Background: an optimization exercise with open tools, aiming at small area, a short achievable clock period and few clock cycles. Do not read the settings as production practice. Where RTL was checked, it was by simulation tests only, not by an equivalence proof against the original. For run 2, only the layout was checked, not whether the RTL still works.

## flow/design.v (module list and top-level ports; edited modules follow where they fit)
// module MTX_MUL: 377 lines
// module MTX_FA: 6 lines
// module MTX_XNOR: 5 lines
// module MTX_OR: 5 lines
module MTX_MUL( MP, ready, m1, m2, load, clk );
  // ...
==> flow/flow/run.sh <==
#!/bin/bash
# The standard layout (standard.sh), with three changes: ports are buffered with
# buf_1 instead of the default buffer; CTS uses clkbuf_8 sink clusters without
# dummy loads; and timing repair aims at 5.1 ns of setup slack (a 3.9 ns period),
# the clock itself staying at the design's period.
# make's output goes to flow.log here; each ORFS step also keeps its own log
# under orfs/logs/.
set -euo pipefail
bash standard.sh \
  "BUFFER_PORTS_ARGS=-buffer_cell sky130_fd_sc_hd__buf_1" \
  "CTS_ARGS=-sink_clustering_enable -repair_clock_nets -sink_clustering_size 20 -sink_clustering_max_diameter 50 -buf_list sky130_fd_sc_hd__clkbuf_8 -dont_use_dummy_load" \
  SETUP_SLACK_MARGIN=5.1 \
  finish > flow.log 2>&1
==> flow/standard.sh <==
#!/bin/bash
# synth_recipe.tcl (not shown) runs the flow's synth.tcl, then flattens the netlist and writes it again
# the make line also repeats each setting of config.mk as NAME=value (left out here)
make -C /OpenROAD-flow-scripts/flow DESIGN_CONFIG=/design/flow/config.mk WORK_HOME=/design/flow/orfs CLKGATE_MAP_FILE= SYNTH_SCRIPT=/design/flow/synth_recipe.tcl "${@:-finish}"
==> flow/config.mk <==
export PLATFORM = sky130hd
export DESIGN_NAME = MTX_MUL
export DESIGN_NICKNAME = MTX_MUL
export VERILOG_FILES = /design/flow/design.v
export SDC_FILE = /design/flow/constraint.sdc
export NUM_CORES = 4
export LEC_CHECK = 0
export ABC_CLOCK_PERIOD_IN_PS = 4000
export CAP_MARGIN = 20
export CORE_MARGIN = 2
export CORE_UTILIZATION = 75
export CTS_BUF_LIST = sky130_fd_sc_hd__clkbuf_8
export CTS_CLUSTER_DIAMETER = 50
export CTS_CLUSTER_SIZE = 20
export SETUP_SLACK_MARGIN = 5.0
export SLEW_MARGIN = 20
export SYNTH_HIERARCHICAL = 1
export SYNTH_MINIMUM_KEEP_SIZE = 0
==> flow/constraint.sdc <==
create_clock -name core_clock -period 9.0 [get_ports {clk}]
set_input_delay 1.8000 -clock core_clock [delete_from_list [all_inputs] [get_ports {clk}]]
set_output_delay 1.8000 -clock core_clock [all_outputs]
set_load 0.01 [all_outputs]
==> results_dict.tcl, run 1 <==
set metrics [dict create \
    ant_nets 0 \
    synth-compound-area-share 0.0161 \
    ioPinCount 37 \
    yosys-top-cells-count "dfxtp_1 (314), nand2_1 (265), fa_1 (227)" \
    grt_pass1_vias 8282 \
    status "timing/DRC/antenna clean" \
    cts_buffer_depth 3 \
    clkLatencyLatePin_ps 590 \
    synthTopCellsByArea "dfxtp_1 (44%), fa_1 (32%), nand2_1 (6.9%), edfxtp_1 (6.7%), mux2_2 (2.3%)" \
    dominant_cells "registers" \
    rsz0062_at_grt "true" \
    core_region_area_um2 18800 \
    drv_slew 0 \
    holdCritStartpoint "b0[1][7]" \
    crit_fanout 8 \
    grt_usage 0.277 \
    cp-startpoint "load" \
    cts-hold-fix-buffers 0 \
    final_cell_area_um2 14900 \
    antenna_found_initial 0 \
    critPathBufInv 2 \
    dr_wl_met3_mm 1.44 \
    highest_layer "met4" \
    synth-simple-area-share 0.0864 \
    drt-met1-wl_mm 9.99 \
    synth.ff_latch_count 346 \
    cts_root_buf "clkbuf_8" \
    post_cts_buffers 0 \
    endpoint "ready" \
    nFillCells 1071 \
    post-route-period-util 0.432 \
    wl_met2_mm 12.9 \
    syn2layout_area_growth_pct 3.74 \
    drt_iter0_markers 413 \
    synth_nets 1336 \
    whs_ps 275 \
    synthArstFlopShare 0 \
    fp.dieArea_um2 20300 \
    netlist_instances 1070 \
]
Testbench counts, summed over its fixed seeds: cycles 6,144.
==> run 2, diff against run 1 <==
==> flow/design.v (replaced) <==
`timescale 1ns / 1ps
module MTX_MUL( MP, ready, m1, m2, load, clk );
	input[7:0] m1, m2;
	input load, clk;
	output[17:0] MP;
	output ready;
	reg [4:0] cnt;
	reg pl, run, rdyn;
	wire [4:0] idx = ( load & ~pl ) ? 5'd0 : cnt;
	always @( posedge clk ) begin
		pl  <= load;
		cnt <= idx + 5'd1;
		run <= load | ( run & ( idx != 5'd31 ) );
		rdyn <= ~( run & ( idx >= 5'd15 ) & ( idx != 5'd31 ) );
	end
	reg [7:0] a [0:11];
	integer k;
	always @( posedge clk ) begin
		a[0] <= m1;
		for( k = 1; k < 12; k = k + 1 ) a[k] <= a[k-1];
	end
	reg [7:0] ar0, ar1, ar2, ar3;
	always @( posedge clk ) begin
		if( idx[1:0] == 2'b00 ) begin
			ar0 <= a[11];
			ar1 <= a[10];
		end
		if( idx[1:0] == 2'b01 ) begin
			ar2 <= a[10];
			ar3 <= a[9];
		end
	end
	reg [7:0] b0 [0:3];
	reg [7:0] b1 [0:3];
	reg [7:0] b2 [0:3];
	reg [7:0] b3 [0:3];
	always @( posedge clk ) begin
		b0[0] <= ( load && idx[3:2] == 2'd0 ) ? m2 : b0[3];
		b1[0] <= ( load && idx[3:2] == 2'd1 ) ? m2 : b1[3];
		b2[0] <= ( load && idx[3:2] == 2'd2 ) ? m2 : b2[3];
		b3[0] <= ( load && idx[3:2] == 2'd3 ) ? m2 : b3[3];
		for( k = 1; k < 4; k = k + 1 ) begin
			b0[k] <= b0[k-1];
			b1[k] <= b1[k-1];
			b2[k] <= b2[k-1];
			b3[k] <= b3[k-1];
		end
	end
	wire [7:0] b0t = b0[0];
	wire [7:0] b1t = b1[0];
	wire [7:0] b2t = b2[1];
	wire [7:0] b3t = b3[1];
	wire s1_1, s1_2, s1_3, s1_4, s1_5, s1_6, s1_7, s1_8, s1_9, s1_10, s1_11, s1_12, s1_13, s1_14, s1_15, s1_16, s1_17, s1_18, s1_19, s1_20, s1_21, s1_22, s1_23, s1_24, s1_25, s1_26, s1_27, s1_28, s1_29, s1_30, s1_31, s1_32, s1_33, s1_34, s1_35, s1_36, s1_37, s1_38, s1_39, s1_40, s1_41, s1_42, s1_43, s1_44, s1_45, s1_46, s1_47, s1_48, s1_49, s1_50, s1_51, s1_52, s1_53, s1_54, s1_55, s1_56, s1_57, s1_58, s1_59, s1_60, s1_61, s1_62, s1_63, s1_64, s1_65, s1_66, s1_67, s1_68, s1_69, s1_70, s1_71, s1_72, s1_73, s1_74, s1_75, s1_76, s1_77, s1_78, s1_79, s1_80, s1_81, s1_82, s1_83, s1_84, s1_85, s1_86, s1_87, s1_88, s1_89, s1_90, s1_91, s1_92, s1_93, s1_94, s1_95, s1_96, s1_97, s1_98, s1_99, s1_100, s1_101, s1_102, s1_103, s1_104, s1_105, s1_106, s1_107, s1_108, s1_109, s1_110, s1_111, s1_112, s1_113, s1_114, s1_115, s1_116, s1_117, s1_118, s1_119, s1_120, s1_121, s1_122, s1_123, s1_124, s1_125, s1_126, s1_127, s1_128, s1_129, s1_130, s1_131, s1_132, s1_133, s1_134, s1_135, s1_136, s1_137, s1_138, s1_139, s1_140, s1_141, s1_142, s1_143, s1_144, s1_145, s1_146, s1_147, s1_148, s1_149, s1_150, s1_151, s1_152, s1_153, s1_154, s1_155, s1_156, s1_157, s1_158, s1_159, s1_160, s1_161, s1_162, s1_163, s1_164, s1_165, s1_166, s1_167, s1_168, s1_169, s1_170, s1_171, s1_172, s1_173, s1_174, s1_175, s1_176, s1_177, s1_178, s1_179, s1_180, s1_181, s1_182, s1_183, s1_184, s1_185, s1_186, s1_187, s1_188, s1_189, s1_190, s1_191, s1_192, s1_193, s1_194, s1_195, s1_196, s1_197, s1_198, s1_199, s1_200, s1_201, s1_202, s1_203, s1_204, s1_205, s1_206, s1_207, s1_208, s1_209, s1_210, s1_211, s1_212, s1_213, s1_214, s1_215, s1_216, s1_217, s1_218;
	MTX_FA u_s1_1 ( .a( ~( ar0[0] & b0t[6] ) ), .b( ~( ar0[1] & b0t[5] ) ), .c( ~( ar0[2] & b0t[4] ) ), .s( s1_1 ), .co( s1_2 ) );
	MTX_FA u_s1_3 ( .a( ~( ar0[0] & b0t[7] ) ), .b( ~( ar0[1] & b0t[6] ) ), .c( ~( ar0[2] & b0t[5] ) ), .s( s1_3 ), .co( s1_4 ) );
	MTX_FA u_s1_5 ( .a( ~( ar0[3] & b0t[4] ) ), .b( ~( ar0[4] & b0t[3] ) ), .c( ~( ar0[5] & b0t[2] ) ), .s( s1_5 ), .co( s1_6 ) );
	MTX_FA u_s1_7 ( .a( ~( ar0[1] & b0t[7] ) ), .b( ~( ar0[2] & b0t[6] ) ), .c( ~( ar0[3] & b0t[5] ) ), .s( s1_7 ), .co( s1_8 ) );
	MTX_FA u_s1_9 ( .a( ~( ar0[4] & b0t[4] ) ), .b( ~( ar0[5] & b0t[3] ) ), .c( ~( ar0[6] & b0t[2] ) ), .s( s1_9 ), .co( s1_10 ) );
	MTX_FA u_s1_11 ( .a( ~( ar0[2] & b0t[7] ) ), .b( ~( ar0[3] & b0t[6] ) ), .c( ~( ar0[4] & b0t[5] ) ), .s( s1_11 ), .co( s1_12 ) );
	MTX_FA u_s1_13 ( .a( ~( ar0[0] & b0t[4] ) ), .b( ~( ar0[1] & b0t[3] ) ), .c( ~( ar0[2] & b0t[2] ) ), .s( s1_13 ), .co( s1_14 ) );
	MTX_FA u_s1_15 ( .a( ~( ar0[0] & b0t[5] ) ), .b( ~( ar0[1] & b0t[4] ) ), .c( ~( ar0[2] & b0t[3] ) ), .s( s1_15 ), .co( s1_16 ) );
	MTX_FA u_s1_17 ( .a( ~( ar0[3] & b0t[2] ) ), .b( ~( ar0[4] & b0t[1] ) ), .c( ~( ar0[5] & b0t[0] ) ), .s( s1_17 ), .co( s1_18 ) );
	MTX_FA u_s1_19 ( .a( ~( ar0[3] & b0t[3] ) ), .b( ~( ar0[4] & b0t[2] ) ), .c( ~( ar0[5] & b0t[1] ) ), .s( s1_19 ), .co( s1_20 ) );
	MTX_FA u_s1_21 ( .a( ~( ar0[6] & b0t[0] ) ), .b( ~( ar1[0] & b1t[6] ) ), .c( ~( ar1[1] & b1t[5] ) ), .s( s1_21 ), .co( s1_22 ) );
	MTX_FA u_s1_23 ( .a( ~( ar1[2] & b1t[4] ) ), .b( ~( ar1[3] & b1t[3] ) ), .c( ~( ar1[4] & b1t[2] ) ), .s( s1_23 ), .co( s1_24 ) );
	MTX_FA u_s1_25 ( .a( ~( ar0[6] & b0t[1] ) ), .b( ~( ar0[7] & b0t[0] ) ), .c( ~( ar1[0] & b1t[7] ) ), .s( s1_25 ), .co( s1_26 ) );
	MTX_FA u_s1_27 ( .a( ~( ar1[1] & b1t[6] ) ), .b( ~( ar1[2] & b1t[5] ) ), .c( ~( ar1[3] & b1t[4] ) ), .s( s1_27 ), .co( s1_28 ) );
	MTX_FA u_s1_29 ( .a( ~( ar1[4] & b1t[3] ) ), .b( ~( ar1[5] & b1t[2] ) ), .c( ~( ar1[6] & b1t[1] ) ), .s( s1_29 ), .co( s1_30 ) );
	MTX_FA u_s1_31 ( .a( ~( ar1[7] & b1t[0] ) ), .b( s1_2 ), .c( s1_3 ), .s( s1_31 ), .co( s1_32 ) );
	MTX_FA u_s1_33 ( .a( ~( ar0[7] & b0t[1] ) ), .b( ~( ar1[1] & b1t[7] ) ), .c( ~( ar1[2] & b1t[6] ) ), .s( s1_33 ), .co( s1_34 ) );
	MTX_FA u_s1_35 ( .a( ~( ar1[3] & b1t[5] ) ), .b( ~( ar1[4] & b1t[4] ) ), .c( ~( ar1[5] & b1t[3] ) ), .s( s1_35 ), .co( s1_36 ) );
	MTX_FA u_s1_37 ( .a( ~( ar1[6] & b1t[2] ) ), .b( ~( ar1[7] & b1t[1] ) ), .c( s1_4 ), .s( s1_37 ), .co( s1_38 ) );
	MTX_FA u_s1_39 ( .a( s1_6 ), .b( s1_7 ), .c( s1_9 ), .s( s1_39 ), .co( s1_40 ) );
	MTX_FA u_s1_41 ( .a( ~( ar0[5] & b0t[4] ) ), .b( ~( ar0[6] & b0t[3] ) ), .c( ~( ar0[7] & b0t[2] ) ), .s( s1_41 ), .co( s1_42 ) );
	MTX_FA u_s1_43 ( .a( ~( ar1[2] & b1t[7] ) ), .b( ~( ar1[3] & b1t[6] ) ), .c( ~( ar1[4] & b1t[5] ) ), .s( s1_43 ), .co( s1_44 ) );
	MTX_FA u_s1_45 ( .a( ~( ar1[5] & b1t[4] ) ), .b( ~( ar1[6] & b1t[3] ) ), .c( ~( ar1[7] & b1t[2] ) ), .s( s1_45 ), .co( s1_46 ) );
	MTX_FA u_s1_47 ( .a( s1_10 ), .b( s1_11 ), .c( s1_8 ), .s( s1_47 ), .co( s1_48 ) );
	MTX_FA u_s1_49 ( .a( ~( ar0[3] & b0t[7] ) ), .b( ~( ar0[4] & b0t[6] ) ), .c( ~( ar0[5] & b0t[5] ) ), .s( s1_49 ), .co( s1_50 ) );
	MTX_FA u_s1_51 ( .a( ~( ar0[6] & b0t[4] ) ), .b( ~( ar0[7] & b0t[3] ) ), .c( ~( ar1[3] & b1t[7] ) ), .s( s1_51 ), .co( s1_52 ) );
	MTX_FA u_s1_53 ( .a( ~( ar1[4] & b1t[6] ) ), .b( ~( ar1[5] & b1t[5] ) ), .c( ~( ar1[6] & b1t[4] ) ), .s( s1_53 ), .co( s1_54 ) );
	MTX_FA u_s1_55 ( .a( ~( ar0[4] & b0t[7] ) ), .b( ~( ar0[5] & b0t[6] ) ), .c( ~( ar0[6] & b0t[5] ) ), .s( s1_55 ), .co( s1_56 ) );
	MTX_FA u_s1_57 ( .a( ~( ar0[0] & b0t[3] ) ), .b( ~( ar0[1] & b0t[2] ) ), .c( ~( ar0[2] & b0t[1] ) ), .s( s1_57 ), .co( s1_58 ) );
	MTX_FA u_s1_59 ( .a( ~( ar0[3] & b0t[1] ) ), .b( ~( ar0[4] & b0t[0] ) ), .c( ~( ar1[0] & b1t[4] ) ), .s( s1_59 ), .co( s1_60 ) );
	MTX_FA u_s1_61 ( .a( ~( ar1[1] & b1t[3] ) ), .b( ~( ar1[2] & b1t[2] ) ), .c( ~( ar1[3] & b1t[1] ) ), .s( s1_61 ), .co( s1_62 ) );
	MTX_FA u_s1_63 ( .a( ~( ar1[0] & b1t[5] ) ), .b( ~( ar1[1] & b1t[4] ) ), .c( ~( ar1[2] & b1t[3] ) ), .s( s1_63 ), .co( s1_64 ) );
	MTX_FA u_s1_65 ( .a( ~( ar1[3] & b1t[2] ) ), .b( ~( ar1[4] & b1t[1] ) ), .c( ~( ar1[5] & b1t[0] ) ), .s( s1_65 ), .co( s1_66 ) );
	MTX_FA u_s1_67 ( .a( s1_14 ), .b( s1_15 ), .c( s1_17 ), .s( s1_67 ), .co( s1_68 ) );
	MTX_FA u_s1_69 ( .a( ~( ar1[5] & b1t[1] ) ), .b( ~( ar1[6] & b1t[0] ) ), .c( s1_1 ), .s( s1_69 ), .co( s1_70 ) );
	MTX_FA u_s1_71 ( .a( s1_16 ), .b( s1_18 ), .c( s1_19 ), .s( s1_71 ), .co( s1_72 ) );
	MTX_XNOR u_s1_73 ( .a( s1_21 ), .b( s1_23 ), .y( s1_73 ) );
	MTX_OR u_s1_74 ( .a( s1_21 ), .b( s1_23 ), .y( s1_74 ) );
	MTX_FA u_s1_75 ( .a( s1_20 ), .b( s1_22 ), .c( s1_24 ), .s( s1_75 ), .co( s1_76 ) );
	MTX_FA u_s1_77 ( .a( s1_25 ), .b( s1_27 ), .c( s1_29 ), .s( s1_77 ), .co( s1_78 ) );
	MTX_XNOR u_s1_79 ( .a( s1_5 ), .b( s1_31 ), .y( s1_79 ) );
	MTX_OR u_s1_80 ( .a( s1_5 ), .b( s1_31 ), .y( s1_80 ) );
	MTX_FA u_s1_81 ( .a( s1_26 ), .b( s1_28 ), .c( s1_30 ), .s( s1_81 ), .co( s1_82 ) );
	MTX_FA u_s1_83 ( .a( s1_33 ), .b( s1_35 ), .c( s1_32 ), .s( s1_83 ), .co( s1_84 ) );
	MTX_XNOR u_s1_85 ( .a( s1_37 ), .b( s1_39 ), .y( s1_85 ) );
	MTX_OR u_s1_86 ( .a( s1_37 ), .b( s1_39 ), .y( s1_86 ) );
	MTX_FA u_s1_87 ( .a( s1_34 ), .b( s1_36 ), .c( s1_41 ), .s( s1_87 ), .co( s1_88 ) );
	MTX_FA u_s1_89 ( .a( s1_43 ), .b( s1_45 ), .c( s1_38 ), .s( s1_89 ), .co( s1_90 ) );
	MTX_XNOR u_s1_91 ( .a( s1_40 ), .b( s1_47 ), .y( s1_91 ) );
	MTX_OR u_s1_92 ( .a( s1_40 ), .b( s1_47 ), .y( s1_92 ) );
	MTX_FA u_s1_93 ( .a( ~( ar1[7] & b1t[3] ) ), .b( s1_12 ), .c( s1_42 ), .s( s1_93 ), .co( s1_94 ) );
	MTX_FA u_s1_95 ( .a( s1_44 ), .b( s1_46 ), .c( s1_49 ), .s( s1_95 ), .co( s1_96 ) );
	MTX_FA u_s1_97 ( .a( s1_51 ), .b( s1_53 ), .c( s1_48 ), .s( s1_97 ), .co( s1_98 ) );
	MTX_FA u_s1_99 ( .a( ~( ar0[7] & b0t[4] ) ), .b( ~( ar1[4] & b1t[7] ) ), .c( ~( ar1[5] & b1t[6] ) ), .s( s1_99 ), .co( s1_100 ) );
	MTX_FA u_s1_101 ( .a( ~( ar1[6] & b1t[5] ) ), .b( ~( ar1[7] & b1t[4] ) ), .c( s1_50 ), .s( s1_101 ), .co( s1_102 ) );
	MTX_FA u_s1_103 ( .a( s1_52 ), .b( s1_54 ), .c( s1_55 ), .s( s1_103 ), .co( s1_104 ) );
	MTX_FA u_s1_105 ( .a( ~( ar0[5] & b0t[7] ) ), .b( ~( ar0[6] & b0t[6] ) ), .c( ~( ar0[7] & b0t[5] ) ), .s( s1_105 ), .co( s1_106 ) );
	MTX_FA u_s1_107 ( .a( ~( ar1[5] & b1t[7] ) ), .b( ~( ar1[6] & b1t[6] ) ), .c( ~( ar1[7] & b1t[5] ) ), .s( s1_107 ), .co( s1_108 ) );
	MTX_FA u_s1_109 ( .a( ~( ar0[0] & b0t[2] ) ), .b( ~( ar0[1] & b0t[1] ) ), .c( ~( ar0[2] & b0t[0] ) ), .s( s1_109 ), .co( s1_110 ) );
	MTX_FA u_s1_111 ( .a( ~( ar0[3] & b0t[0] ) ), .b( ~( ar1[0] & b1t[3] ) ), .c( ~( ar1[1] & b1t[2] ) ), .s( s1_111 ), .co( s1_112 ) );
	MTX_FA u_s1_113 ( .a( ~( ar1[2] & b1t[1] ) ), .b( ~( ar1[3] & b1t[0] ) ), .c( s1_57 ), .s( s1_113 ), .co( s1_114 ) );
	MTX_FA u_s1_115 ( .a( ~( ar1[4] & b1t[0] ) ), .b( s1_13 ), .c( s1_58 ), .s( s1_115 ), .co( s1_116 ) );
	MTX_XNOR u_s1_117 ( .a( s1_59 ), .b( s1_61 ), .y( s1_117 ) );
	MTX_OR u_s1_118 ( .a( s1_59 ), .b( s1_61 ), .y( s1_118 ) );
	MTX_FA u_s1_119 ( .a( s1_60 ), .b( s1_62 ), .c( s1_63 ), .s( s1_119 ), .co( s1_120 ) );
	MTX_XNOR u_s1_121 ( .a( s1_65 ), .b( s1_67 ), .y( s1_121 ) );
	MTX_OR u_s1_122 ( .a( s1_65 ), .b( s1_67 ), .y( s1_122 ) );
	MTX_FA u_s1_123 ( .a( s1_64 ), .b( s1_66 ), .c( s1_68 ), .s( s1_123 ), .co( s1_124 ) );
	MTX_FA u_s1_125 ( .a( s1_69 ), .b( s1_71 ), .c( s1_73 ), .s( s1_125 ), .co( s1_126 ) );
	MTX_FA u_s1_127 ( .a( s1_70 ), .b( s1_72 ), .c( s1_74 ), .s( s1_127 ), .co( s1_128 ) );
	MTX_FA u_s1_129 ( .a( s1_75 ), .b( s1_77 ), .c( s1_79 ), .s( s1_129 ), .co( s1_130 ) );
	MTX_FA u_s1_131 ( .a( s1_76 ), .b( s1_78 ), .c( s1_81 ), .s( s1_131 ), .co( s1_132 ) );
	MTX_FA u_s1_133 ( .a( s1_80 ), .b( s1_83 ), .c( s1_85 ), .s( s1_133 ), .co( s1_134 ) );
	MTX_FA u_s1_135 ( .a( s1_82 ), .b( s1_87 ), .c( s1_84 ), .s( s1_135 ), .co( s1_136 ) );
	MTX_FA u_s1_137 ( .a( s1_86 ), .b( s1_89 ), .c( s1_91 ), .s( s1_137 ), .co( s1_138 ) );
	MTX_FA u_s1_139 ( .a( s1_88 ), .b( s1_93 ), .c( s1_95 ), .s( s1_139 ), .co( s1_140 ) );
	MTX_FA u_s1_141 ( .a( s1_90 ), .b( s1_92 ), .c( s1_97 ), .s( s1_141 ), .co( s1_142 ) );
	MTX_FA u_s1_143 ( .a( s1_99 ), .b( s1_101 ), .c( s1_103 ), .s( s1_143 ), .co( s1_144 ) );
	MTX_FA u_s1_145 ( .a( s1_94 ), .b( s1_96 ), .c( s1_98 ), .s( s1_145 ), .co( s1_146 ) );
	MTX_FA u_s1_147 ( .a( s1_100 ), .b( s1_105 ), .c( s1_107 ), .s( s1_147 ), .co( s1_148 ) );
	MTX_FA u_s1_149 ( .a( s1_56 ), .b( s1_102 ), .c( s1_104 ), .s( s1_149 ), .co( s1_150 ) );
	MTX_FA u_s1_151 ( .a( ~( ar0[6] & b0t[7] ) ), .b( ~( ar0[7] & b0t[6] ) ), .c( ~( ar1[6] & b1t[7] ) ), .s( s1_151 ), .co( s1_152 ) );
	MTX_FA u_s1_153 ( .a( ~( ar1[7] & b1t[6] ) ), .b( s1_106 ), .c( s1_108 ), .s( s1_153 ), .co( s1_154 ) );
	MTX_FA u_s1_155 ( .a( ~( ar0[0] & b0t[1] ) ), .b( ~( ar0[1] & b0t[0] ) ), .c( ~( ar1[0] & b1t[1] ) ), .s( s1_155 ), .co( s1_156 ) );
	MTX_FA u_s1_157 ( .a( ~( ar1[0] & b1t[2] ) ), .b( ~( ar1[1] & b1t[1] ) ), .c( ~( ar1[2] & b1t[0] ) ), .s( s1_157 ), .co( s1_158 ) );
	MTX_FA u_s1_159 ( .a( s1_110 ), .b( s1_111 ), .c( s1_113 ), .s( s1_159 ), .co( s1_160 ) );
	MTX_FA u_s1_161 ( .a( s1_112 ), .b( s1_114 ), .c( s1_115 ), .s( s1_161 ), .co( s1_162 ) );
	MTX_FA u_s1_163 ( .a( s1_116 ), .b( s1_118 ), .c( s1_119 ), .s( s1_163 ), .co( s1_164 ) );
	MTX_FA u_s1_165 ( .a( s1_120 ), .b( s1_122 ), .c( s1_123 ), .s( s1_165 ), .co( s1_166 ) );
	MTX_FA u_s1_167 ( .a( s1_124 ), .b( s1_126 ), .c( s1_127 ), .s( s1_167 ), .co( s1_168 ) );
	MTX_FA u_s1_169 ( .a( s1_128 ), .b( s1_131 ), .c( s1_130 ), .s( s1_169 ), .co( s1_170 ) );
	MTX_FA u_s1_171 ( .a( s1_132 ), .b( s1_134 ), .c( s1_135 ), .s( s1_171 ), .co( s1_172 ) );
	MTX_FA u_s1_173 ( .a( s1_139 ), .b( s1_136 ), .c( s1_138 ), .s( s1_173 ), .co( s1_174 ) );
	MTX_FA u_s1_175 ( .a( s1_140 ), .b( s1_143 ), .c( s1_142 ), .s( s1_175 ), .co( s1_176 ) );
	MTX_FA u_s1_177 ( .a( s1_147 ), .b( s1_144 ), .c( s1_149 ), .s( s1_177 ), .co( s1_178 ) );
	MTX_FA u_s1_179 ( .a( s1_151 ), .b( s1_148 ), .c( s1_153 ), .s( s1_179 ), .co( s1_180 ) );
	MTX_FA u_s1_181 ( .a( ~( ar0[7] & b0t[7] ) ), .b( ~( ar1[7] & b1t[7] ) ), .c( s1_152 ), .s( s1_181 ), .co( s1_182 ) );
	MTX_FA u_s1_183 ( .a( s1_109 ), .b( s1_156 ), .c( s1_157 ), .s( s1_183 ), .co( s1_184 ) );
	MTX_XNOR u_s1_185 ( .a( s1_158 ), .b( s1_159 ), .y( s1_185 ) );
	MTX_OR u_s1_186 ( .a( s1_158 ), .b( s1_159 ), .y( s1_186 ) );
	MTX_FA u_s1_187 ( .a( s1_117 ), .b( s1_160 ), .c( s1_161 ), .s( s1_187 ), .co( s1_188 ) );
	MTX_FA u_s1_189 ( .a( s1_121 ), .b( s1_162 ), .c( s1_163 ), .s( s1_189 ), .co( s1_190 ) );
	MTX_FA u_s1_191 ( .a( s1_125 ), .b( s1_164 ), .c( s1_165 ), .s( s1_191 ), .co( s1_192 ) );
	MTX_FA u_s1_193 ( .a( s1_129 ), .b( s1_166 ), .c( s1_167 ), .s( s1_193 ), .co( s1_194 ) );
	MTX_FA u_s1_195 ( .a( s1_133 ), .b( s1_168 ), .c( s1_169 ), .s( s1_195 ), .co( s1_196 ) );
	MTX_FA u_s1_197 ( .a( s1_137 ), .b( s1_170 ), .c( s1_171 ), .s( s1_197 ), .co( s1_198 ) );
	MTX_FA u_s1_199 ( .a( s1_141 ), .b( s1_172 ), .c( s1_173 ), .s( s1_199 ), .co( s1_200 ) );
	MTX_FA u_s1_201 ( .a( s1_145 ), .b( s1_174 ), .c( s1_175 ), .s( s1_201 ), .co( s1_202 ) );
	MTX_FA u_s1_203 ( .a( s1_146 ), .b( s1_177 ), .c( s1_176 ), .s( s1_203 ), .co( s1_204 ) );
	MTX_FA u_s1_205 ( .a( s1_150 ), .b( s1_179 ), .c( s1_178 ), .s( s1_205 ), .co( s1_206 ) );
	MTX_FA u_s1_207 ( .a( s1_154 ), .b( s1_181 ), .c( s1_180 ), .s( s1_207 ), .co( s1_208 ) );
	MTX_XNOR u_s1_209 ( .a( ~( ar0[0] & b0t[0] ) ), .b( ~( ar1[0] & b1t[0] ) ), .y( s1_209 ) );
	MTX_OR u_s1_210 ( .a( ~( ar0[0] & b0t[0] ) ), .b( ~( ar1[0] & b1t[0] ) ), .y( s1_210 ) );
	MTX_FA u_s1_211 ( .a( ~( ar1[1] & b1t[0] ) ), .b( s1_155 ), .c( s1_210 ), .s( s1_211 ), .co( s1_212 ) );
	MTX_XNOR u_s1_213 ( .a( s1_183 ), .b( s1_212 ), .y( s1_213 ) );
	MTX_OR u_s1_214 ( .a( s1_183 ), .b( s1_212 ), .y( s1_214 ) );
	MTX_FA u_s1_215 ( .a( s1_184 ), .b( s1_214 ), .c( s1_185 ), .s( s1_215 ), .co( s1_216 ) );
	MTX_FA u_s1_217 ( .a( s1_186 ), .b( s1_187 ), .c( s1_216 ), .s( s1_217 ), .co( s1_218 ) );
	reg [27:0] cs1;
	wire [27:0] s1 = { s1_208, s1_182, s1_206, s1_207, s1_204, s1_205, s1_202, s1_203, s1_200, s1_201, s1_198, s1_199, s1_196, s1_197, s1_194, s1_195, s1_192, s1_193, s1_190, s1_191, s1_218, s1_188, s1_189, s1_217, s1_215, s1_213, s1_211, s1_209 };
	wire s2_1, s2_2, s2_3, s2_4, s2_5, s2_6, s2_7, s2_8, s2_9, s2_10, s2_11, s2_12, s2_13, s2_14, s2_15, s2_16, s2_17, s2_18, s2_19, s2_20, s2_21, s2_22, s2_23, s2_24, s2_25, s2_26, s2_27, s2_28, s2_29, s2_30, s2_31, s2_32, s2_33, s2_34, s2_35, s2_36, s2_37, s2_38, s2_39, s2_40, s2_41, s2_42, s2_43, s2_44, s2_45, s2_46, s2_47, s2_48, s2_49, s2_50, s2_51, s2_52, s2_53, s2_54, s2_55, s2_56, s2_57, s2_58, s2_59, s2_60, s2_61, s2_62, s2_63, s2_64, s2_65, s2_66, s2_67, s2_68, s2_69, s2_70, s2_71, s2_72, s2_73, s2_74, s2_75, s2_76, s2_77, s2_78, s2_79, s2_80, s2_81, s2_82, s2_83, s2_84, s2_85, s2_86, s2_87, s2_88, s2_89, s2_90, s2_91, s2_92, s2_93, s2_94, s2_95, s2_96, s2_97, s2_98, s2_99, s2_100, s2_101, s2_102, s2_103, s2_104, s2_105, s2_106, s2_107, s2_108, s2_109, s2_110, s2_111, s2_112, s2_113, s2_114, s2_115, s2_116, s2_117, s2_118, s2_119, s2_120, s2_121, s2_122, s2_123, s2_124, s2_125, s2_126, s2_127, s2_128, s2_129, s2_130, s2_131, s2_132, s2_133, s2_134, s2_135, s2_136, s2_137, s2_138, s2_139, s2_140, s2_141, s2_142, s2_143, s2_144, s2_145, s2_146, s2_147, s2_148, s2_149, s2_150, s2_151, s2_152, s2_153, s2_154, s2_155, s2_156, s2_157, s2_158, s2_159, s2_160, s2_161, s2_162, s2_163, s2_164, s2_165, s2_166, s2_167, s2_168, s2_169, s2_170, s2_171, s2_172, s2_173, s2_174, s2_175, s2_176, s2_177, s2_178, s2_179, s2_180, s2_181, s2_182, s2_183, s2_184, s2_185, s2_186, s2_187, s2_188, s2_189, s2_190, s2_191, s2_192, s2_193, s2_194, s2_195, s2_196, s2_197, s2_198, s2_199, s2_200, s2_201, s2_202, s2_203, s2_204, s2_205, s2_206, s2_207, s2_208, s2_209, s2_210, s2_211, s2_212, s2_213, s2_214, s2_215, s2_216, s2_217, s2_218, s2_219, s2_220, s2_221, s2_222, s2_223, s2_224, s2_225, s2_226, s2_227, s2_228, s2_229, s2_230, s2_231, s2_232, s2_233, s2_234, s2_235, s2_236, s2_237, s2_238, s2_239, s2_240, s2_241, s2_242, s2_243, s2_244, s2_245, s2_246, s2_247, s2_248, s2_249, s2_250, s2_251, s2_252, s2_253, s2_254, s2_255, s2_256, s2_257, s2_258, s2_259, s2_260, s2_261, s2_262, s2_263, s2_264, s2_265, s2_266, s2_267, s2_268, s2_269, s2_270;
	MTX_FA u_s2_1 ( .a( cs1[5] ), .b( cs1[6] ), .c( cs1[7] ), .s( s2_1 ), .co( s2_2 ) );
	MTX_FA u_s2_3 ( .a( cs1[8] ), .b( cs1[9] ), .c( ~( ar2[0] & b2t[6] ) ), .s( s2_3 ), .co( s2_4 ) );
	MTX_FA u_s2_5 ( .a( ~( ar2[1] & b2t[5] ) ), .b( ~( ar2[2] & b2t[4] ) ), .c( ~( ar2[3] & b2t[3] ) ), .s( s2_5 ), .co( s2_6 ) );
	MTX_FA u_s2_7 ( .a( cs1[10] ), .b( cs1[11] ), .c( ~( ar2[0] & b2t[7] ) ), .s( s2_7 ), .co( s2_8 ) );
	MTX_FA u_s2_9 ( .a( ~( ar2[1] & b2t[6] ) ), .b( ~( ar2[2] & b2t[5] ) ), .c( ~( ar2[3] & b2t[4] ) ), .s( s2_9 ), .co( s2_10 ) );
	MTX_FA u_s2_11 ( .a( ~( ar2[4] & b2t[3] ) ), .b( ~( ar2[5] & b2t[2] ) ), .c( ~( ar2[6] & b2t[1] ) ), .s( s2_11 ), .co( s2_12 ) );
	MTX_FA u_s2_13 ( .a( ~( ar2[7] & b2t[0] ) ), .b( ~( ar3[0] & b3t[7] ) ), .c( ~( ar3[1] & b3t[6] ) ), .s( s2_13 ), .co( s2_14 ) );
	MTX_FA u_s2_15 ( .a( cs1[12] ), .b( cs1[13] ), .c( ~( ar2[1] & b2t[7] ) ), .s( s2_15 ), .co( s2_16 ) );
	MTX_FA u_s2_17 ( .a( ~( ar2[2] & b2t[6] ) ), .b( ~( ar2[3] & b2t[5] ) ), .c( ~( ar2[4] & b2t[4] ) ), .s( s2_17 ), .co( s2_18 ) );
	MTX_FA u_s2_19 ( .a( ~( ar2[5] & b2t[3] ) ), .b( ~( ar2[6] & b2t[2] ) ), .c( ~( ar2[7] & b2t[1] ) ), .s( s2_19 ), .co( s2_20 ) );
	MTX_FA u_s2_21 ( .a( ~( ar3[1] & b3t[7] ) ), .b( ~( ar3[2] & b3t[6] ) ), .c( ~( ar3[3] & b3t[5] ) ), .s( s2_21 ), .co( s2_22 ) );
	MTX_FA u_s2_23 ( .a( cs1[14] ), .b( cs1[15] ), .c( ~( ar2[2] & b2t[7] ) ), .s( s2_23 ), .co( s2_24 ) );
	MTX_FA u_s2_25 ( .a( ~( ar2[3] & b2t[6] ) ), .b( ~( ar2[4] & b2t[5] ) ), .c( ~( ar2[5] & b2t[4] ) ), .s( s2_25 ), .co( s2_26 ) );
	MTX_FA u_s2_27 ( .a( ~( ar2[6] & b2t[3] ) ), .b( ~( ar2[7] & b2t[2] ) ), .c( ~( ar3[2] & b3t[7] ) ), .s( s2_27 ), .co( s2_28 ) );
	MTX_FA u_s2_29 ( .a( cs1[16] ), .b( cs1[17] ), .c( ~( ar2[3] & b2t[7] ) ), .s( s2_29 ), .co( s2_30 ) );
	MTX_FA u_s2_31 ( .a( cs1[4] ), .b( ~( ar2[0] & b2t[4] ) ), .c( ~( ar2[1] & b2t[3] ) ), .s( s2_31 ), .co( s2_32 ) );
	MTX_FA u_s2_33 ( .a( ~( ar2[0] & b2t[5] ) ), .b( ~( ar2[1] & b2t[4] ) ), .c( ~( ar2[2] & b2t[3] ) ), .s( s2_33 ), .co( s2_34 ) );
	MTX_FA u_s2_35 ( .a( ~( ar2[3] & b2t[2] ) ), .b( ~( ar2[4] & b2t[1] ) ), .c( ~( ar2[5] & b2t[0] ) ), .s( s2_35 ), .co( s2_36 ) );
	MTX_FA u_s2_37 ( .a( ~( ar3[0] & b3t[5] ) ), .b( ~( ar3[1] & b3t[4] ) ), .c( ~( ar3[2] & b3t[3] ) ), .s( s2_37 ), .co( s2_38 ) );
	MTX_FA u_s2_39 ( .a( ~( ar2[4] & b2t[2] ) ), .b( ~( ar2[5] & b2t[1] ) ), .c( ~( ar2[6] & b2t[0] ) ), .s( s2_39 ), .co( s2_40 ) );
	MTX_FA u_s2_41 ( .a( ~( ar3[0] & b3t[6] ) ), .b( ~( ar3[1] & b3t[5] ) ), .c( ~( ar3[2] & b3t[4] ) ), .s( s2_41 ), .co( s2_42 ) );
	MTX_FA u_s2_43 ( .a( ~( ar3[3] & b3t[3] ) ), .b( ~( ar3[4] & b3t[2] ) ), .c( ~( ar3[5] & b3t[1] ) ), .s( s2_43 ), .co( s2_44 ) );
	MTX_FA u_s2_45 ( .a( ~( ar3[6] & b3t[0] ) ), .b( s2_2 ), .c( s2_3 ), .s( s2_45 ), .co( s2_46 ) );
	MTX_FA u_s2_47 ( .a( ~( ar3[2] & b3t[5] ) ), .b( ~( ar3[3] & b3t[4] ) ), .c( ~( ar3[4] & b3t[3] ) ), .s( s2_47 ), .co( s2_48 ) );
	MTX_FA u_s2_49 ( .a( ~( ar3[5] & b3t[2] ) ), .b( ~( ar3[6] & b3t[1] ) ), .c( ~( ar3[7] & b3t[0] ) ), .s( s2_49 ), .co( s2_50 ) );
	MTX_FA u_s2_51 ( .a( s2_11 ), .b( s2_13 ), .c( s2_4 ), .s( s2_51 ), .co( s2_52 ) );
	MTX_FA u_s2_53 ( .a( s2_6 ), .b( s2_7 ), .c( s2_9 ), .s( s2_53 ), .co( s2_54 ) );
	MTX_FA u_s2_55 ( .a( ~( ar3[4] & b3t[4] ) ), .b( ~( ar3[5] & b3t[3] ) ), .c( ~( ar3[6] & b3t[2] ) ), .s( s2_55 ), .co( s2_56 ) );
	MTX_FA u_s2_57 ( .a( ~( ar3[7] & b3t[1] ) ), .b( s2_10 ), .c( s2_12 ), .s( s2_57 ), .co( s2_58 ) );
	MTX_FA u_s2_59 ( .a( s2_14 ), .b( s2_15 ), .c( s2_17 ), .s( s2_59 ), .co( s2_60 ) );
	MTX_FA u_s2_61 ( .a( s2_19 ), .b( s2_21 ), .c( s2_8 ), .s( s2_61 ), .co( s2_62 ) );
	MTX_FA u_s2_63 ( .a( ~( ar3[3] & b3t[6] ) ), .b( ~( ar3[4] & b3t[5] ) ), .c( ~( ar3[5] & b3t[4] ) ), .s( s2_63 ), .co( s2_64 ) );
	MTX_FA u_s2_65 ( .a( ~( ar3[6] & b3t[3] ) ), .b( ~( ar3[7] & b3t[2] ) ), .c( s2_16 ), .s( s2_65 ), .co( s2_66 ) );
	MTX_FA u_s2_67 ( .a( s2_18 ), .b( s2_20 ), .c( s2_22 ), .s( s2_67 ), .co( s2_68 ) );
	MTX_FA u_s2_69 ( .a( s2_23 ), .b( s2_25 ), .c( s2_27 ), .s( s2_69 ), .co( s2_70 ) );
	MTX_FA u_s2_71 ( .a( ~( ar2[4] & b2t[6] ) ), .b( ~( ar2[5] & b2t[5] ) ), .c( ~( ar2[6] & b2t[4] ) ), .s( s2_71 ), .co( s2_72 ) );
	MTX_FA u_s2_73 ( .a( ~( ar2[7] & b2t[3] ) ), .b( ~( ar3[3] & b3t[7] ) ), .c( ~( ar3[4] & b3t[6] ) ), .s( s2_73 ), .co( s2_74 ) );
	MTX_FA u_s2_75 ( .a( ~( ar3[5] & b3t[5] ) ), .b( ~( ar3[6] & b3t[4] ) ), .c( ~( ar3[7] & b3t[3] ) ), .s( s2_75 ), .co( s2_76 ) );
	MTX_FA u_s2_77 ( .a( s2_24 ), .b( s2_26 ), .c( s2_28 ), .s( s2_77 ), .co( s2_78 ) );
	MTX_FA u_s2_79 ( .a( cs1[18] ), .b( cs1[19] ), .c( ~( ar2[4] & b2t[7] ) ), .s( s2_79 ), .co( s2_80 ) );
	MTX_FA u_s2_81 ( .a( ~( ar2[5] & b2t[6] ) ), .b( ~( ar2[6] & b2t[5] ) ), .c( ~( ar2[7] & b2t[4] ) ), .s( s2_81 ), .co( s2_82 ) );
	MTX_FA u_s2_83 ( .a( ~( ar3[4] & b3t[7] ) ), .b( ~( ar3[5] & b3t[6] ) ), .c( ~( ar3[6] & b3t[5] ) ), .s( s2_83 ), .co( s2_84 ) );
	MTX_FA u_s2_85 ( .a( cs1[20] ), .b( cs1[21] ), .c( ~( ar2[5] & b2t[7] ) ), .s( s2_85 ), .co( s2_86 ) );
	MTX_FA u_s2_87 ( .a( cs1[2] ), .b( ~( ar2[0] & b2t[2] ) ), .c( ~( ar2[1] & b2t[1] ) ), .s( s2_87 ), .co( s2_88 ) );
	MTX_FA u_s2_89 ( .a( cs1[3] ), .b( ~( ar2[0] & b2t[3] ) ), .c( ~( ar2[1] & b2t[2] ) ), .s( s2_89 ), .co( s2_90 ) );
	MTX_FA u_s2_91 ( .a( ~( ar2[2] & b2t[1] ) ), .b( ~( ar2[3] & b2t[0] ) ), .c( ~( ar3[0] & b3t[3] ) ), .s( s2_91 ), .co( s2_92 ) );
	MTX_FA u_s2_93 ( .a( ~( ar2[2] & b2t[2] ) ), .b( ~( ar2[3] & b2t[1] ) ), .c( ~( ar2[4] & b2t[0] ) ), .s( s2_93 ), .co( s2_94 ) );
	MTX_FA u_s2_95 ( .a( ~( ar3[0] & b3t[4] ) ), .b( ~( ar3[1] & b3t[3] ) ), .c( ~( ar3[2] & b3t[2] ) ), .s( s2_95 ), .co( s2_96 ) );
	MTX_FA u_s2_97 ( .a( ~( ar3[3] & b3t[1] ) ), .b( ~( ar3[4] & b3t[0] ) ), .c( s2_31 ), .s( s2_97 ), .co( s2_98 ) );
	MTX_FA u_s2_99 ( .a( ~( ar3[3] & b3t[2] ) ), .b( ~( ar3[4] & b3t[1] ) ), .c( ~( ar3[5] & b3t[0] ) ), .s( s2_99 ), .co( s2_100 ) );
	MTX_FA u_s2_101 ( .a( s2_1 ), .b( s2_32 ), .c( s2_33 ), .s( s2_101 ), .co( s2_102 ) );
	MTX_XNOR u_s2_103 ( .a( s2_35 ), .b( s2_37 ), .y( s2_103 ) );
	MTX_OR u_s2_104 ( .a( s2_35 ), .b( s2_37 ), .y( s2_104 ) );
	MTX_FA u_s2_105 ( .a( s2_34 ), .b( s2_36 ), .c( s2_38 ), .s( s2_105 ), .co( s2_106 ) );
	MTX_FA u_s2_107 ( .a( s2_39 ), .b( s2_41 ), .c( s2_43 ), .s( s2_107 ), .co( s2_108 ) );
	MTX_XNOR u_s2_109 ( .a( s2_5 ), .b( s2_45 ), .y( s2_109 ) );
	MTX_OR u_s2_110 ( .a( s2_5 ), .b( s2_45 ), .y( s2_110 ) );
	MTX_FA u_s2_111 ( .a( s2_40 ), .b( s2_42 ), .c( s2_44 ), .s( s2_111 ), .co( s2_112 ) );
	MTX_FA u_s2_113 ( .a( s2_47 ), .b( s2_49 ), .c( s2_46 ), .s( s2_113 ), .co( s2_114 ) );
	MTX_XNOR u_s2_115 ( .a( s2_51 ), .b( s2_53 ), .y( s2_115 ) );
	MTX_OR u_s2_116 ( .a( s2_51 ), .b( s2_53 ), .y( s2_116 ) );
	MTX_FA u_s2_117 ( .a( s2_48 ), .b( s2_50 ), .c( s2_55 ), .s( s2_117 ), .co( s2_118 ) );
	MTX_FA u_s2_119 ( .a( s2_52 ), .b( s2_54 ), .c( s2_57 ), .s( s2_119 ), .co( s2_120 ) );
	MTX_XNOR u_s2_121 ( .a( s2_59 ), .b( s2_61 ), .y( s2_121 ) );
	MTX_OR u_s2_122 ( .a( s2_59 ), .b( s2_61 ), .y( s2_122 ) );
	MTX_FA u_s2_123 ( .a( s2_56 ), .b( s2_63 ), .c( s2_58 ), .s( s2_123 ), .co( s2_124 ) );
	MTX_FA u_s2_125 ( .a( s2_60 ), .b( s2_62 ), .c( s2_65 ), .s( s2_125 ), .co( s2_126 ) );
	MTX_XNOR u_s2_127 ( .a( s2_67 ), .b( s2_69 ), .y( s2_127 ) );
	MTX_OR u_s2_128 ( .a( s2_67 ), .b( s2_69 ), .y( s2_128 ) );
	MTX_FA u_s2_129 ( .a( s2_29 ), .b( s2_64 ), .c( s2_71 ), .s( s2_129 ), .co( s2_130 ) );
	MTX_FA u_s2_131 ( .a( s2_73 ), .b( s2_75 ), .c( s2_66 ), .s( s2_131 ), .co( s2_132 ) );
	MTX_FA u_s2_133 ( .a( s2_68 ), .b( s2_70 ), .c( s2_77 ), .s( s2_133 ), .co( s2_134 ) );
	MTX_FA u_s2_135 ( .a( ~( ar3[7] & b3t[4] ) ), .b( s2_30 ), .c( s2_72 ), .s( s2_135 ), .co( s2_136 ) );
	MTX_FA u_s2_137 ( .a( s2_74 ), .b( s2_76 ), .c( s2_79 ), .s( s2_137 ), .co( s2_138 ) );
	MTX_FA u_s2_139 ( .a( s2_81 ), .b( s2_83 ), .c( s2_78 ), .s( s2_139 ), .co( s2_140 ) );
	MTX_FA u_s2_141 ( .a( ~( ar2[6] & b2t[6] ) ), .b( ~( ar2[7] & b2t[5] ) ), .c( ~( ar3[5] & b3t[7] ) ), .s( s2_141 ), .co( s2_142 ) );
	MTX_FA u_s2_143 ( .a( ~( ar3[6] & b3t[6] ) ), .b( ~( ar3[7] & b3t[5] ) ), .c( s2_80 ), .s( s2_143 ), .co( s2_144 ) );
	MTX_FA u_s2_145 ( .a( s2_82 ), .b( s2_84 ), .c( s2_85 ), .s( s2_145 ), .co( s2_146 ) );
	MTX_FA u_s2_147 ( .a( cs1[22] ), .b( cs1[23] ), .c( ~( ar2[6] & b2t[7] ) ), .s( s2_147 ), .co( s2_148 ) );
	MTX_FA u_s2_149 ( .a( ~( ar2[7] & b2t[6] ) ), .b( ~( ar3[6] & b3t[7] ) ), .c( ~( ar3[7] & b3t[6] ) ), .s( s2_149 ), .co( s2_150 ) );
	MTX_FA u_s2_151 ( .a( cs1[1] ), .b( ~( ar2[0] & b2t[1] ) ), .c( ~( ar2[1] & b2t[0] ) ), .s( s2_151 ), .co( s2_152 ) );
	MTX_FA u_s2_153 ( .a( ~( ar2[2] & b2t[0] ) ), .b( ~( ar3[0] & b3t[2] ) ), .c( ~( ar3[1] & b3t[1] ) ), .s( s2_153 ), .co( s2_154 ) );
	MTX_FA u_s2_155 ( .a( ~( ar3[1] & b3t[2] ) ), .b( ~( ar3[2] & b3t[1] ) ), .c( ~( ar3[3] & b3t[0] ) ), .s( s2_155 ), .co( s2_156 ) );
	MTX_FA u_s2_157 ( .a( s2_88 ), .b( s2_89 ), .c( s2_91 ), .s( s2_157 ), .co( s2_158 ) );
	MTX_FA u_s2_159 ( .a( s2_90 ), .b( s2_92 ), .c( s2_93 ), .s( s2_159 ), .co( s2_160 ) );
	MTX_XNOR u_s2_161 ( .a( s2_95 ), .b( s2_97 ), .y( s2_161 ) );
	MTX_OR u_s2_162 ( .a( s2_95 ), .b( s2_97 ), .y( s2_162 ) );
	MTX_FA u_s2_163 ( .a( s2_94 ), .b( s2_96 ), .c( s2_99 ), .s( s2_163 ), .co( s2_164 ) );
	MTX_FA u_s2_165 ( .a( s2_101 ), .b( s2_103 ), .c( s2_98 ), .s( s2_165 ), .co( s2_166 ) );
	MTX_FA u_s2_167 ( .a( s2_100 ), .b( s2_102 ), .c( s2_104 ), .s( s2_167 ), .co( s2_168 ) );
	MTX_FA u_s2_169 ( .a( s2_105 ), .b( s2_107 ), .c( s2_109 ), .s( s2_169 ), .co( s2_170 ) );
	MTX_FA u_s2_171 ( .a( s2_106 ), .b( s2_108 ), .c( s2_111 ), .s( s2_171 ), .co( s2_172 ) );
	MTX_FA u_s2_173 ( .a( s2_110 ), .b( s2_113 ), .c( s2_115 ), .s( s2_173 ), .co( s2_174 ) );
	MTX_FA u_s2_175 ( .a( s2_112 ), .b( s2_117 ), .c( s2_114 ), .s( s2_175 ), .co( s2_176 ) );
	MTX_FA u_s2_177 ( .a( s2_116 ), .b( s2_119 ), .c( s2_121 ), .s( s2_177 ), .co( s2_178 ) );
	MTX_FA u_s2_179 ( .a( s2_118 ), .b( s2_120 ), .c( s2_122 ), .s( s2_179 ), .co( s2_180 ) );
	MTX_FA u_s2_181 ( .a( s2_123 ), .b( s2_125 ), .c( s2_127 ), .s( s2_181 ), .co( s2_182 ) );
	MTX_FA u_s2_183 ( .a( s2_129 ), .b( s2_124 ), .c( s2_126 ), .s( s2_183 ), .co( s2_184 ) );
	MTX_FA u_s2_185 ( .a( s2_128 ), .b( s2_131 ), .c( s2_133 ), .s( s2_185 ), .co( s2_186 ) );
	MTX_FA u_s2_187 ( .a( s2_130 ), .b( s2_135 ), .c( s2_137 ), .s( s2_187 ), .co( s2_188 ) );
	MTX_FA u_s2_189 ( .a( s2_132 ), .b( s2_134 ), .c( s2_139 ), .s( s2_189 ), .co( s2_190 ) );
	MTX_FA u_s2_191 ( .a( s2_141 ), .b( s2_136 ), .c( s2_138 ), .s( s2_191 ), .co( s2_192 ) );
	MTX_FA u_s2_193 ( .a( s2_143 ), .b( s2_145 ), .c( s2_140 ), .s( s2_193 ), .co( s2_194 ) );
	MTX_FA u_s2_195 ( .a( s2_142 ), .b( s2_147 ), .c( s2_149 ), .s( s2_195 ), .co( s2_196 ) );
	MTX_FA u_s2_197 ( .a( s2_86 ), .b( s2_144 ), .c( s2_146 ), .s( s2_197 ), .co( s2_198 ) );
	MTX_FA u_s2_199 ( .a( cs1[24] ), .b( cs1[25] ), .c( ~( ar2[7] & b2t[7] ) ), .s( s2_199 ), .co( s2_200 ) );
	MTX_FA u_s2_201 ( .a( ~( ar3[7] & b3t[7] ) ), .b( s2_148 ), .c( s2_150 ), .s( s2_201 ), .co( s2_202 ) );
	MTX_FA u_s2_203 ( .a( ~( ar3[2] & b3t[0] ) ), .b( s2_152 ), .c( s2_153 ), .s( s2_203 ), .co( s2_204 ) );
	MTX_FA u_s2_205 ( .a( s2_154 ), .b( s2_155 ), .c( s2_157 ), .s( s2_205 ), .co( s2_206 ) );
	MTX_FA u_s2_207 ( .a( s2_156 ), .b( s2_158 ), .c( s2_159 ), .s( s2_207 ), .co( s2_208 ) );
	MTX_FA u_s2_209 ( .a( s2_160 ), .b( s2_163 ), .c( s2_162 ), .s( s2_209 ), .co( s2_210 ) );
	MTX_FA u_s2_211 ( .a( s2_164 ), .b( s2_166 ), .c( s2_167 ), .s( s2_211 ), .co( s2_212 ) );
	MTX_FA u_s2_213 ( .a( s2_168 ), .b( s2_171 ), .c( s2_170 ), .s( s2_213 ), .co( s2_214 ) );
	MTX_FA u_s2_215 ( .a( s2_172 ), .b( s2_174 ), .c( s2_175 ), .s( s2_215 ), .co( s2_216 ) );
	MTX_FA u_s2_217 ( .a( s2_176 ), .b( s2_178 ), .c( s2_179 ), .s( s2_217 ), .co( s2_218 ) );
	MTX_FA u_s2_219 ( .a( s2_180 ), .b( s2_182 ), .c( s2_183 ), .s( s2_219 ), .co( s2_220 ) );
	MTX_FA u_s2_221 ( .a( s2_187 ), .b( s2_184 ), .c( s2_186 ), .s( s2_221 ), .co( s2_222 ) );
	MTX_FA u_s2_223 ( .a( s2_188 ), .b( s2_191 ), .c( s2_190 ), .s( s2_223 ), .co( s2_224 ) );
	MTX_FA u_s2_225 ( .a( s2_195 ), .b( s2_192 ), .c( s2_197 ), .s( s2_225 ), .co( s2_226 ) );
	MTX_FA u_s2_227 ( .a( s2_199 ), .b( s2_196 ), .c( s2_201 ), .s( s2_227 ), .co( s2_228 ) );
	MTX_FA u_s2_229 ( .a( cs1[26] ), .b( cs1[27] ), .c( s2_200 ), .s( s2_229 ), .co( s2_230 ) );
	MTX_FA u_s2_231 ( .a( cs1[0] ), .b( ~( ar2[0] & b2t[0] ) ), .c( ~( ar3[0] & b3t[0] ) ), .s( s2_231 ), .co( s2_232 ) );
	MTX_FA u_s2_233 ( .a( ~( ar3[0] & b3t[1] ) ), .b( ~( ar3[1] & b3t[0] ) ), .c( s2_151 ), .s( s2_233 ), .co( s2_234 ) );
	MTX_XNOR u_s2_235 ( .a( s2_87 ), .b( s2_203 ), .y( s2_235 ) );
	MTX_OR u_s2_236 ( .a( s2_87 ), .b( s2_203 ), .y( s2_236 ) );
	MTX_XNOR u_s2_237 ( .a( s2_204 ), .b( s2_205 ), .y( s2_237 ) );
	MTX_OR u_s2_238 ( .a( s2_204 ), .b( s2_205 ), .y( s2_238 ) );
	MTX_FA u_s2_239 ( .a( s2_161 ), .b( s2_206 ), .c( s2_207 ), .s( s2_239 ), .co( s2_240 ) );
	MTX_FA u_s2_241 ( .a( s2_165 ), .b( s2_208 ), .c( s2_209 ), .s( s2_241 ), .co( s2_242 ) );
	MTX_FA u_s2_243 ( .a( s2_169 ), .b( s2_210 ), .c( s2_211 ), .s( s2_243 ), .co( s2_244 ) );
	MTX_FA u_s2_245 ( .a( s2_173 ), .b( s2_212 ), .c( s2_213 ), .s( s2_245 ), .co( s2_246 ) );
	MTX_FA u_s2_247 ( .a( s2_177 ), .b( s2_214 ), .c( s2_215 ), .s( s2_247 ), .co( s2_248 ) );
	MTX_FA u_s2_249 ( .a( s2_181 ), .b( s2_216 ), .c( s2_217 ), .s( s2_249 ), .co( s2_250 ) );
	MTX_FA u_s2_251 ( .a( s2_185 ), .b( s2_218 ), .c( s2_219 ), .s( s2_251 ), .co( s2_252 ) );
	MTX_FA u_s2_253 ( .a( s2_189 ), .b( s2_220 ), .c( s2_221 ), .s( s2_253 ), .co( s2_254 ) );
	MTX_FA u_s2_255 ( .a( s2_193 ), .b( s2_222 ), .c( s2_223 ), .s( s2_255 ), .co( s2_256 ) );
	MTX_FA u_s2_257 ( .a( s2_194 ), .b( s2_225 ), .c( s2_224 ), .s( s2_257 ), .co( s2_258 ) );
	MTX_FA u_s2_259 ( .a( s2_198 ), .b( s2_227 ), .c( s2_226 ), .s( s2_259 ), .co( s2_260 ) );
	MTX_FA u_s2_261 ( .a( s2_202 ), .b( s2_229 ), .c( s2_228 ), .s( s2_261 ), .co( s2_262 ) );
	MTX_XNOR u_s2_263 ( .a( s2_232 ), .b( s2_233 ), .y( s2_263 ) );
	MTX_OR u_s2_264 ( .a( s2_232 ), .b( s2_233 ), .y( s2_264 ) );
	MTX_FA u_s2_265 ( .a( s2_234 ), .b( s2_235 ), .c( s2_264 ), .s( s2_265 ), .co( s2_266 ) );
	MTX_FA u_s2_267 ( .a( s2_236 ), .b( s2_237 ), .c( s2_266 ), .s( s2_267 ), .co( s2_268 ) );
	MTX_FA u_s2_269 ( .a( s2_238 ), .b( s2_239 ), .c( s2_268 ), .s( s2_269 ), .co( s2_270 ) );
	reg [31:0] cs2;
	wire [31:0] s2 = { 1'b1, s2_262, s2_261, s2_259, s2_257, s2_255, s2_253, s2_251, s2_249, s2_247, s2_245, s2_243, s2_240, 1'b1, s2_230, s2_260, s2_258, s2_256, s2_254, s2_252, s2_250, s2_248, s2_246, s2_244, s2_242, s2_241, s2_270, s2_269, s2_267, s2_265, s2_263, s2_231 };
	wire [12:0] ag = cs2[18:6] & cs2[31:19];
	wire [12:0] ap = cs2[18:6] ^ cs2[31:19];
	wire ag0 = ag[0] | ( ap[0] & cs2[5] );
	wire pg0_1, pg0_3, pp0_3, pg0_5, pp0_5, pg0_7, pp0_7, pg0_9, pp0_9, pg0_11, pp0_11, pg1_2, pg1_3, pg1_6, pp1_6, pg1_7, pp1_7, pg1_10, pp1_10, pg1_11, pp1_11, pg2_4, pg2_5, pg2_6, pg2_7, pg2_12, pp2_12, pg3_8, pg3_9, pg3_10, pg3_11, pg3_12;
	assign pg0_1 = ag[1] | ( ap[1] & ag0 );
	assign pg0_3 = ag[3] | ( ap[3] & ag[2] );
	assign pp0_3 = ap[3] & ap[2];
	assign pg0_5 = ag[5] | ( ap[5] & ag[4] );
	assign pp0_5 = ap[5] & ap[4];
	assign pg0_7 = ag[7] | ( ap[7] & ag[6] );
	assign pp0_7 = ap[7] & ap[6];
	assign pg0_9 = ag[9] | ( ap[9] & ag[8] );
	assign pp0_9 = ap[9] & ap[8];
	assign pg0_11 = ag[11] | ( ap[11] & ag[10] );
	assign pp0_11 = ap[11] & ap[10];
	assign pg1_2 = ag[2] | ( ap[2] & pg0_1 );
	assign pg1_3 = pg0_3 | ( pp0_3 & pg0_1 );
	assign pg1_6 = ag[6] | ( ap[6] & pg0_5 );
	assign pp1_6 = ap[6] & pp0_5;
	assign pg1_7 = pg0_7 | ( pp0_7 & pg0_5 );
	assign pp1_7 = pp0_7 & pp0_5;
	assign pg1_10 = ag[10] | ( ap[10] & pg0_9 );
	assign pp1_10 = ap[10] & pp0_9;
	assign pg1_11 = pg0_11 | ( pp0_11 & pg0_9 );
	assign pp1_11 = pp0_11 & pp0_9;
	assign pg2_4 = ag[4] | ( ap[4] & pg1_3 );
	assign pg2_5 = pg0_5 | ( pp0_5 & pg1_3 );
	assign pg2_6 = pg1_6 | ( pp1_6 & pg1_3 );
	assign pg2_7 = pg1_7 | ( pp1_7 & pg1_3 );
	assign pg2_12 = ag[12] | ( ap[12] & pg1_11 );
	assign pp2_12 = ap[12] & pp1_11;
	assign pg3_8 = ag[8] | ( ap[8] & pg2_7 );
	assign pg3_9 = pg0_9 | ( pp0_9 & pg2_7 );
	assign pg3_10 = pg1_10 | ( pp1_10 & pg2_7 );
	assign pg3_11 = pg1_11 | ( pp1_11 & pg2_7 );
	assign pg3_12 = pg2_12 | ( pp2_12 & pg2_7 );
	wire [12:0] fsum = { ( ap[12] ^ pg3_11 ), ( ap[11] ^ pg3_10 ), ( ap[10] ^ pg3_9 ), ( ap[9] ^ pg3_8 ), ( ap[8] ^ pg2_7 ), ( ap[7] ^ pg2_6 ), ( ap[6] ^ pg2_5 ), ( ap[5] ^ pg2_4 ), ( ap[4] ^ pg1_3 ), ( ap[3] ^ pg1_2 ), ( ap[2] ^ pg0_1 ), ( ap[1] ^ ag0 ), ( ap[0] ^ cs2[5] ) };
	reg [17:0] mp;
	always @( posedge clk ) begin
		cs1 <= s1;
		cs2 <= s2;
		mp <= ~{ fsum, cs2[4:0] };
	end
	assign ready = ~( rdyn | load );
	assign MP = mp;
endmodule
module MTX_FA( a, b, c, s, co );
	input a, b, c;
	output s, co;
	assign s = a ^ b ^ c;
	assign co = ( a & b ) | ( a & c ) | ( b & c );
endmodule
module MTX_XNOR( a, b, y );
	input a, b;
	output y;
	assign y = ~( a ^ b );
endmodule
module MTX_OR( a, b, y );
	input a, b;
	output y;
	assign y = a | b;
endmodule
==> flow/flow/run.sh (replaced) <==
#!/bin/bash
# The standard layout (standard.sh), with three changes: ports are buffered with
# buf_1 instead of the default buffer; CTS uses clkbuf_8 sink clusters without
# dummy loads; and timing repair aims at 5.15 ns of setup slack (a 3.85 ns period),
# the clock itself staying at the design's period.
# make's output goes to flow.log here; each ORFS step also keeps its own log
# under orfs/logs/.
set -euo pipefail
bash standard.sh \
  "BUFFER_PORTS_ARGS=-buffer_cell sky130_fd_sc_hd__buf_1" \
  "CTS_ARGS=-sink_clustering_enable -repair_clock_nets -sink_clustering_size 20 -sink_clustering_max_diameter 50 -buf_list sky130_fd_sc_hd__clkbuf_8 -dont_use_dummy_load" \
  SETUP_SLACK_MARGIN=5.15 \
  finish > flow.log 2>&1
==> results_dict.tcl, run 2 <==
set metrics [dict create \
    status "timing/DRC/antenna clean" \
    synth_top_cell_by_area "dfxtp_1" \
    cp.required_ps 7200 \
    cp-end-kind "output pin" \
    fp.dieW_um 142 \
    clkLatencyLatePin_ps 600 \
    ant_nets 0 \
    antenna_cells 0 \
    largest_register_ffs 96 \
    setup_viol 0 \
    max_freq_mhz 256 \
    synthArstFlopShare 0 \
    antenna_found_initial 0 \
    core_region_area_um2 18800 \
    rsz0062_at_grt "true" \
    yosysUniqueCellTypes 38 \
    drive_above_1_share 0.0743 \
    slowest_delay_ps 110 \
    cts_buffer_depth 3 \
    dp_hpwl_mm 19.2 \
    nFillCells 1089 \
    drc 0 \
    clk_pin_slew_ps 100 \
    drv_slew 0 \
    drt_iter0_markers 461 \
    timing.slew.headroom 0.435 \
    cts_buffers 27 \
    synth_nets 1328 \
    critPathBufInv 2 \
    grt_remaining_overflow 0 \
    start_kind "primary input" \
    seqCellArea_um2 7130 \
    fp.dieArea_um2 20300 \
    wl_mm 25.4 \
    yosys-top-cells-count "dfxtp_1 (308), nand2_1 (264), fa_1 (231)" \
    path_delay_family "buffers and inverters" \
    final_common_cell "dfxtp_1" \
    place.gp.congestion 0.883 \
    syn2layout_area_growth_pct 4.20 \
    start_util 0.765 \
    routed-via-count 7272 \
    synth_edf_count 32 \
    vias_per_cell 5.61 \
    synthTopCellsByArea "dfxtp_1 (43%), fa_1 (32%), nand2_1 (6.9%), edfxtp_1 (6.7%), mux2_2 (2.5%)" \
    cp_slowest_cell "buf_6" \
    ioPinCount 37 \
    yosysMostFrequentCell "dfxtp_1" \
    die_h_um 142 \
    synth_top_area_share 0.429 \
    cts-hold-fix-buffers 0 \
    nets 1329 \
    tns_ps 0 \
    multi_input_area_um2 6900 \
    hold_class "flip-flop to flip-flop" \
    post-route-period-util 0.434 \
    synth_area_um2 14400 \
    utilization 0.797 \
    path_class "primary input to output pin" \
    min_period_ps 3900 \
    synth.ff_latch_count 340 \
    path_cells "buf_12 -> nor2_4 -> buf_6" \
    worstMarginPinSlew_ps 848 \
    maxCapViolations 0 \
    yosys_warnings 12 \
    wl_per_cell_um 19.6 \
    cts_num_sinks 340 \
    io_buffers 36 \
    syn_area_per_cell_um2 13.5 \
    worstPathArrival_ps 2100 \
    final-hold-violation-count 0 \
    cts_root_buf "clkbuf_8" \
    grt_pass1_wl_mm 41.1 \
    max_flop_register "a" \
    grt_max_degree 21 \
    cts_tree "yes" \
    grt_pass1_vias 8028 \
    synthFlopType "dfxtp_1" \
    skew_ps 81.1 \
    row_count 50 \
    grt_usage 0.272 \
    crit_fanout 2 \
    netlist_instances 1064 \
    seq_area_frac_synth 0.496 \
    mostFrequentLayoutCells "dfxtp_1 (304), nand2_1 (264), fa_1 (231), buf_1 (34)" \
    first_pass_iters 5 \
    cts_max_level 1 \
]
-- run 2: worst paths after layout --
check                              start  slack, ps       end  cells after the start
worst max register to register    ar3[2]       5280   cs2[24]                      7
worst max-delay path                load       5100     ready                      3
worst min-delay path            b1[2][1]        250  b1[3][1]                      0
worst min register to register  b1[2][1]        250  b1[3][1]                      0
-- run 2: worst register-to-register path, delay by kind of cell, from the launching register on --
family,cells,cell delay [ps]
and+or+nand+nor,1,150
DFF,1,610
adders and majority gates,6,2800
-- run 2: layout make-up --
class,count,area share
Timing Repair Buffer,39,0.0121
Tap cell,234,0.0196
Inverter,23,0.00577
Clock buffer,27,0.0248
Sequential cell,340,0.477
Multi-Input combinational cell,634,0.461
-- run 2: repair_timing --
action | 4_1_cts | 5_1_grt
setup endpoints to repair | 1 | 4
resized for setup | 7 | 4
pin swaps | 1 | 1
gates cloned | 0 | 0
setup buffers | 1 | 2
-- run 2: per-stage QoR --
stage / instance area (µm²) / cells / setup WS, ps / hold WS, ps
detailed placement: 14500 / 1267 / 4700 / 312
global placement: 14500 / 1267 / 4740 / 310
CTS: 14900 / 1295 / 5080 / 251
global route: 15000 / 1297 / 5090 / 259
finish: 15000 / 1297 / 5100 / 249
floorplan: 14400 / 1064 / 5170 / 310
-- run 2: layer usage --
| metal | vias to the layer above | GRT usage | part of all wire |
|---|---|---|---|
| met5 | - | 0 | 0 |
| met4 | 0 | 0.0954 | 0.033 |
| met3 | 60 | 0.0458 | 0.055 |
| li1 | 3250 | - | - |
| met2 | 235 | 0.477 | 0.51 |
| met1 | 3727 | 0.348 | 0.40 |
-- run 2: logic make-up after synthesis --
logic type      Yosys count  synth area share
compound gates           25            0.0127
xor+xnor                 23            0.0140
fa+ha+maj               246             0.335
buf+inv                  90            0.0238
flops                   340             0.496
mux                      32            0.0251
simple gates            308            0.0927
-- run 2: modules after synthesis (local to each module, per instance) --
module,flip-flops and latches,cell area (µm²)
MTX_MUL,340,9560
MTX_FA,0,20.0
MTX_XNOR,0,8.76
MTX_OR,0,6.26

re-timing with driven ports:
The results above use ideal ports. As a check the final layouts listed here were re-extracted and re-timed, cells and wires unchanged. Step 1, drivers: a clkbuf_16 drives clk and a buf_2 each remaining input, both assumed. Step 2 times the ports against the registers' clock, not the clock port: input delays grow and output delays shrink by t, the midpoint of the rising clock arrivals with the driver on. a / b / c = ideal ports / drivers / drivers and shift; a / b = the first two.
| run | shift t [ns] | setup WS [ns] | worst hold slack (ns) | worst register clock-pin slew, ns | worst data-port slew with drivers (ns) |
|---|---|---|---|---|---|
| run 1 | 0.598 | 5.109 / 5.068 / 5.068 | 0.275 / 0.275 / 0.275 | 0.11 / 0.11 | 0.05 |
| run 2 | 0.599 | 5.098 / 5.049 / 5.049 | 0.249 / 0.249 / 0.249 | 0.11 / 0.11 | 0.06 |
After both steps setup and hold are still met in every run listed. The setup slack of run 2, which loses most, moves by -0.049 ns with the drivers and by -0.049 ns with both steps.
